What follows belongs to an exercise in optimizing a design on an open flow for small area; a production flow would make more cautious choices.
At most, simulation tests tie the RTL to the original design; equivalence was not proved.
The flow treats the clock pin as an ideal source, which a real chip does not have.

==> module MouseReceiver, before the edit <==
module MouseReceiver(
	input 				RESET,
	input 				CLK,
	input 				FALL,			 
	input 				DATA_MOUSE_IN,
	input 				READ_ENABLE,
	input 				SHIFT_IN,		 
	output 				START,			 
	output 				SHIFT,			 
	output [2:0] 		BIT_INDEX,
	output [7:0] 		BYTE_READ,
	output 				BYTE_ERROR,		 
	output 				BYTE_READY
);
	localparam [3:0] S_PAR = 4'd8, S_STOP = 4'd9, S_DONE = 4'd10,
	                 S_READY = 4'd14, S_IDLE = 4'd15;
	reg [3:0]  State;
	reg [7:0]  ShiftReg;
	reg        Err;
	reg [15:0] Tmo;
	wire       timeout = (Tmo == 16'h18fa);	 
	wire       in_bits = ~State[3];			 
	wire       idle    = (State[3:1] == 3'b111);	 
	wire       s_par   = (State == S_PAR);
	wire       s_stop  = (State == S_STOP);
	assign START = idle & READ_ENABLE & FALL & ~DATA_MOUSE_IN;
	assign SHIFT = FALL & in_bits;
	wire       tmo_clr = FALL & ((~timeout & (in_bits | s_par)) | s_stop);
	wire       tmo_fb  = Tmo[15] ^ Tmo[14] ^ Tmo[12] ^ Tmo[3] ^ (Tmo[14:0] == 15'h2aaa);
	always @(posedge CLK) begin
		if (RESET | tmo_clr)
			Tmo <= 16'd0;
		else
			Tmo <= {~Tmo[14:0], tmo_fb};
	end
	wire [3:0] inc = {State[3] ^ (&State[2:0]), State[2] ^ (&State[1:0]),
	                  State[1] ^ State[0], ~State[0]};
	always @(posedge CLK) begin
		if (RESET)
			State <= S_IDLE;
		else if (idle)
			State <= START ? 4'd0 : S_IDLE;
		else if (State <= S_PAR) begin
			if (timeout)
				State <= S_IDLE;
			else if (FALL)
				State <= inc;
		end else if (s_stop) begin
			if (FALL)
				State <= S_DONE;
		end else if (State == S_DONE)
			State <= S_READY;
		else
			State <= S_IDLE;
	end
	always @(posedge CLK)
		if (SHIFT)
			ShiftReg <= {SHIFT_IN, ShiftReg[7:1]};
	always @(posedge CLK) begin
		if (idle)
			Err <= 1'b1;
		else if (FALL & (in_bits | s_par))
			Err <= Err ^ DATA_MOUSE_IN;
		else if (FALL & s_stop)
			Err <= Err | ~DATA_MOUSE_IN;
	end
	assign BIT_INDEX  = State[2:0];
	assign BYTE_READY = (State == S_READY);
	assign BYTE_READ  = ShiftReg;
	assign BYTE_ERROR = Err;
endmodule
export LEC_CHECK = 0
export CAP_MARGIN = 20
export CORE_MARGIN = 2
export CORE_UTILIZATION = 60
export SLEW_MARGIN = 20
create_clock -name core_clock -period 10.0 [get_ports {CLK}]
standard.sh (not shown) runs the stock make flow with config.mk's settings and CLKGATE_MAP_FILE= SYNTH_SCRIPT=/design/flow/synth_recipe.tcl, a recipe that flattens the netlist after the stock synthesis.
==> flow/flow/run.sh <==
#!/bin/bash
# The standard layout (standard.sh) with these changes to how it is made:
#  - synthesis is the standard synthesis script, except that no full/half
#    adder extraction runs before ABC and ABC maps with an area-oriented script
#    and no delay target. Several such scripts (flow/abc_*.txt) are tried, and
#    the one whose netlist has the least cell area is kept. Registers are
#    mapped exactly as in the standard synthesis: ABC only sees the logic
#    between them;
#  - the clock tree is built from clkbuf_4 cells, without dummy loads, and
#    a leaf buffer driving 11 or more pins becomes a clkbuf_8 (post_cts.tcl);
#  - port buffers are buf_1 cells.
# Each tool's full output goes to flow.log, next to ORFS's own logs in orfs/.
set -euo pipefail
W=$(pwd)
LOG=$W/flow.log
: > "$LOG"
STAT=$W/orfs/reports/sky130hd/MouseTransceiver/base/synth_stat.txt
VARS=(ADDER_MAP_FILE=
  "CTS_ARGS=-sink_clustering_enable -repair_clock_nets -buf_list sky130_fd_sc_hd__clkbuf_4 -sink_clustering_size 30 -sink_clustering_max_diameter 100 -dont_use_dummy_load"
  "BUFFER_PORTS_ARGS=-buffer_cell sky130_fd_sc_hd__buf_1"
  "POST_CTS_TCL=$W/flow/post_cts.tcl")

# ORFS's synth.tcl with the ABC script replaced and its -D delay target dropped,
# and the standard flow's synthesis script sourcing it
make_synth_script() {
  sed "/synth_preamble.tcl/a set abc_args [lreplace \$abc_args 1 1 $1]\nset i [lsearch -exact \$abc_args -D]\nif {\$i >= 0} { set abc_args [lreplace \$abc_args \$i [expr {\$i + 1}]] }" \
    "$FLOW_HOME/scripts/synth.tcl" > "$W/orfs_synth.tcl"
  sed "s#\$::env(SCRIPTS_DIR)/synth.tcl#$W/orfs_synth.tcl#" "$W/synth_recipe.tcl" > "$W/own_synth.tcl"
}

best=""
best_area=""
first=1
for s in "$W"/flow/abc_*.txt; do
  make_synth_script "$s"
  if [[ $first == 1 ]]; then
    bash standard.sh SYNTH_SCRIPT="$W/own_synth.tcl" "${VARS[@]}" synth >> "$LOG" 2>&1
    first=0
  else
    bash standard.sh SYNTH_SCRIPT="$W/own_synth.tcl" "${VARS[@]}" do-yosys >> "$LOG" 2>&1
  fi
  area=$(awk '/Chip area for module/ {print $NF}' "$STAT")
  echo "ABC script $(basename "$s"): cell area $area" >> "$LOG"
  if [[ -z "$best" ]] || awk -v a="$area" -v b="$best_area" 'BEGIN { exit !(a < b) }'; then
    best=$s
    best_area=$area
  fi
done
echo "keeping ABC script $(basename "$best") ($best_area)" >> "$LOG"
make_synth_script "$best"
bash standard.sh SYNTH_SCRIPT="$W/own_synth.tcl" "${VARS[@]}" do-yosys >> "$LOG" 2>&1
bash standard.sh SYNTH_SCRIPT="$W/own_synth.tcl" "${VARS[@]}" finish >> "$LOG" 2>&1
Other scripts of this flow, unchanged in this note and not shown: flow/flow/abc_s11.txt, flow/flow/abc_s12.txt, flow/flow/abc_s14.txt, flow/flow/abc_s4.txt, flow/flow/abc_s7.txt, flow/flow/abc_s8.txt, flow/flow/post_cts.tcl
Then changed:
--- a/flow/design.v
+++ b/flow/design.v
@@ -39,20 +39,20 @@
 	output [2:0] 		BIT_INDEX,
 	output [7:0] 		BYTE_READ,
 	output 				BYTE_ERROR,		 
 	output 				BYTE_READY
 );
 	localparam [3:0] S_PAR = 4'd8, S_STOP = 4'd9, S_DONE = 4'd10,
-	                 S_READY = 4'd14, S_IDLE = 4'd15;
+	                 S_READY = 4'd11, S_IDLE = 4'd12;
 	reg [3:0]  State;
 	reg [7:0]  ShiftReg;
 	reg        Err;
 	reg [15:0] Tmo;
 	wire       timeout = (Tmo == 16'h18fa);	 
 	wire       in_bits = ~State[3];			 
-	wire       idle    = (State[3:1] == 3'b111);	 
+	wire       idle    = (State == S_READY) | (State == S_IDLE);
 	wire       s_par   = (State == S_PAR);
 	wire       s_stop  = (State == S_STOP);
 	assign START = idle & READ_ENABLE & FALL & ~DATA_MOUSE_IN;
 	assign SHIFT = FALL & in_bits;
 	wire       tmo_clr = FALL & ((~timeout & (in_bits | s_par)) | s_stop);
 	wire       tmo_fb  = Tmo[15] ^ Tmo[14] ^ Tmo[12] ^ Tmo[3] ^ (Tmo[14:0] == 15'h2aaa);
Effect: Core utilization climbs by 0.13 points; worst setup slack loses 0.060 ns; fmax drops by 1.6%; clock-buffer cell count is unchanged; routed wire length drops by 5.3%.
The RTL of the first run of this note was laid out without a check of its function.

==> port drivers added, routing unchanged <==
In the flow no input, the clock included, has a driving cell. The finished layouts below were timed again as built, in two steps.
Step 1 assumes that a clkbuf_16 drives the clock port and a buf_2 every other input.
Step 2, shift: input delay + t, output delay - t, t = (earliest + latest rising clock arrival at the registers) / 2. This alone moves slack from input paths to output paths.
Three values: ideal, step 1, step 2; two values: the first two.
run	t, ns	slack for setup (ns)	hold WS [ns]
the first run	0.412	6.258 / 6.224 / 6.265	0.390 / 0.390 / 0.390
the second run	0.411	6.198 / 6.164 / 6.359	0.384 / 0.384 / 0.384
After both steps setup and hold are still met in every run listed.
